Background: an optimization exercise with open tools, aiming at small area, a short achievable clock period and few clock cycles. Do not read the settings as production practice.
At most, simulation tests tie the RTL to the original design; equivalence was not proved.

// taylor_sine
module taylor_sine(
    input clock,
    input reset,
    input start_in,
    input signed [11:0] x_in,
    output reg ready_out,
    output [11:0] sin_out
);
reg armed;
reg [11:0] xr;           
reg [9:0] gr;            
reg [2:0] er;            
wire neg = x_in[11];
wire [10:0] a = x_in[10:0] ^ {11{neg}};    
wire [9:0] gv;
wire [2:0] ev;
taylor_sine_g tg (
    .x00(a[10]), .x01(a[9]), .x02(a[8]), .x03(a[7]), .x04(a[6]), .x05(a[5]),
    .x06(a[4]), .x07(a[3]), .x08(a[2]), .x09(a[1]), .x10(a[0]),
    .z0(gv[9]), .z1(gv[8]), .z2(gv[7]), .z3(gv[6]), .z4(gv[5]), .z5(gv[4]),
    .z6(gv[3]), .z7(gv[2]), .z8(gv[1]), .z9(gv[0]));
taylor_sine_e te (
    .x00(a[10]), .x01(a[9]), .x02(a[8]), .x03(a[7]), .x04(a[6]), .x05(a[5]),
    .x06(a[4]), .x07(a[3]), .x08(a[2]), .x09(a[1]), .x10(a[0]),
    .z0(ev[2]), .z1(ev[1]), .z2(ev[0]));
wire go = armed && start_in;
always @(posedge clock) begin
    if (reset) begin
        ready_out <= 1'b0;
        armed <= 1'b1;
    end else if (go) begin
        ready_out <= 1'b1;
        armed <= 1'b0;
    end else if (!start_in) begin
        armed <= 1'b1;
    end
end
always @(posedge clock) begin
    if (!reset && go) begin
        xr <= x_in;
        gr <= gv;
        er <= ev;
    end
end
wire xneg = xr[11];
wire [11:0] v = {{2{gr[9]}}, gr} + (xneg ? {9'd0, er} : 12'd0);
wire [11:0] sum = xr + (v ^ {12{xneg}}) + {11'd0, xneg};
assign sin_out = (xr == 12'h94c) ? 12'd2014 :      
  ...
Settings: LEC_CHECK=0, ABC_AREA=1, CAP_MARGIN=20, CORE_MARGIN=2, CORE_UTILIZATION=65, CTS_BUF_LIST=sky130_fd_sc_hd__clkbuf_8, SLEW_MARGIN=20; clock period 10.0 ns.
standard.sh (not shown) runs the stock make flow with config.mk's settings and CLKGATE_MAP_FILE= SYNTH_SCRIPT=/design/flow/synth_recipe.tcl, a recipe that flattens the netlist after the stock synthesis.
==> flow/flow/run.sh <==
#!/bin/bash
# The standard layout (the standard.sh, unchanged steps and settings),
# except that the port buffers that global placement inserts on every
# input and output are the small sky130_fd_sc_hd__buf_1 instead of the
# buffer cell the resizer would pick by default.
set -euo pipefail
export BUFFER_PORTS_ARGS="-buffer_cell sky130_fd_sc_hd__buf_1"
bash standard.sh > standard.log 2>&1
The first run stopped in global routing (5_1_grt).
Next try:
--- a/flow/config.mk
+++ b/flow/config.mk
@@ -10,3 +10,3 @@
 export CORE_MARGIN = 2
-export CORE_UTILIZATION = 65
+export CORE_UTILIZATION = 40
 export CTS_BUF_LIST = sky130_fd_sc_hd__clkbuf_8
=> The new run stopped in global routing (5_1_grt). Synthesized cell count stays the same. Synthesized area does not change.
Function was not checked in any run of this note: the RTL went through the layout flow alone.

---

Another version of the RTL of taylor_sine (not shown whole).
Size: ~49 flip-flops, roughly 6300 sq um of cells after synthesis.
==> flow/design.v (excerpt) <==
module taylor_sine(
    input clock,
    input reset,
    input start_in,
    input signed [11:0] x_in,
    output reg ready_out,
    output [11:0] sin_out
);
clock: 10.0 ns
lec_check: 0
cap_margin: 20
core_margin: 2
core_utilization: 55
cts_buf_list: sky130_fd_sc_hd__clkbuf_8
setup_slack_margin: 4.5
slew_margin: 20
Scripts as last shown in full above: flow/flow/run.sh
The starting point ran to the end with no violations.
Testbench counts at the start, summed over its fixed seeds: cycles 11,192.
==> next run, changes <==
--- a/flow/config.mk
+++ b/flow/config.mk
@@ -9,3 +9,3 @@
 export CORE_MARGIN = 2
-export CORE_UTILIZATION = 55
+export CORE_UTILIZATION = 65
 export CTS_BUF_LIST = sky130_fd_sc_hd__clkbuf_8
Result:
- global-route usage climbs by 3.8 points
- setup slack gets worse by 0.036 ns
- via count climbs by 2.0%
- synthesized cell count is unchanged
- design area drops by 1.3%
- die area drops by 15%
==> next run, changes <==
--- a/flow/config.mk
+++ b/flow/config.mk
@@ -11,2 +11,3 @@
 export CTS_BUF_LIST = sky130_fd_sc_hd__clkbuf_8
+export PLACE_DENSITY = 0.75
 export SETUP_SLACK_MARGIN = 4.5
Result:
- clock-buffer cell count does not change
- worst setup slack improves by 0.058 ns
- cell area increases by 0.65%
- wire length goes up by 1.9%
- via count rises by 1.6%
- sequential share of layout area hardly moves
- fmax is higher by 1.1%
- critical path depth shrinks by 1
==> next run, changes <==
--- a/flow/config.mk
+++ b/flow/config.mk
@@ -11,3 +11,3 @@
 export CTS_BUF_LIST = sky130_fd_sc_hd__clkbuf_8
-export PLACE_DENSITY = 0.75
+export PLACE_DENSITY = 0.85
 export SETUP_SLACK_MARGIN = 4.5
Global-route usage fell by 0.69 points.
Design area stays flat.
Via count rose by 0.69%.
Non-clock buffer count rose by 1.
==> next run, changes <==
==> flow/run.sh (new file) <==
#!/bin/bash
# synth_recipe.tcl (not shown) runs the flow's synth.tcl, then flattens the netlist and writes it again
# the make line also repeats each setting of config.mk as NAME=value (left out here)
make -C /OpenROAD-flow-scripts/flow DESIGN_CONFIG=/design/flow/config.mk WORK_HOME=/design/flow/orfs CLKGATE_MAP_FILE= SYNTH_SCRIPT=/design/flow/synth_recipe.tcl finish
--- a/flow/config.mk
+++ b/flow/config.mk
@@ -11,3 +11,2 @@
 export CTS_BUF_LIST = sky130_fd_sc_hd__clkbuf_8
-export PLACE_DENSITY = 0.85
 export SETUP_SLACK_MARGIN = 4.5
removed: flow/flow/run.sh
removed: flow/standard.sh
=> Routed wire length rises by 1.9%. Global-route usage rises by 0.88 points. Hold slack stays flat. Synthesized area stays the same. Worst setup slack got worse by 0.13 ns.

-- afterwards: timing with drivers on the ports --
In the flow no input, the clock included, has a driving cell. The finished layouts below were timed again as built, in two steps.
Step 1: set_driving_cell puts a clkbuf_16 on clock and a buf_2 on each other input, an assumption about the parent block.
Step 2 adds t to the input delays and takes it off the output delays; t is the mean of the earliest and latest rising clock arrival at the registers after step 1. Input paths then give back, and output paths get back, about the clock's delay inside the block.
a / b / c = ideal / step 1 / step 2; a / b = the first two.
| run | t (ns) | setup slack, ns | clock arrival spread, ns | slew at the worst register clock pin (ns) |
|---|---|---|---|---|
| the first run of note 2 | 0.349 | 4.793 / 4.793 / 4.461 | 0.014 / 0.013 | 0.10 / 0.10 |
| the second run of note 2 | 0.344 | 4.757 / 4.757 / 4.439 | 0.015 / 0.014 | 0.11 / 0.11 |
| the third run of note 2 | 0.331 | 4.815 / 4.820 / 4.489 | 0.012 / 0.011 | 0.10 / 0.10 |
| the fourth run of note 2 | 0.344 | 4.744 / 4.751 / 4.407 | 0.014 / 0.014 | 0.11 / 0.11 |
| the fifth run of note 2 | 0.337 | 4.617 / 4.624 / 4.287 | 0.019 / 0.018 | 0.11 / 0.11 |
After both steps setup and hold are still met in every run listed. For the fourth run of note 2, which loses most, drivers alone change the setup slack by +0.007 ns; drivers and shift together by -0.337 ns.
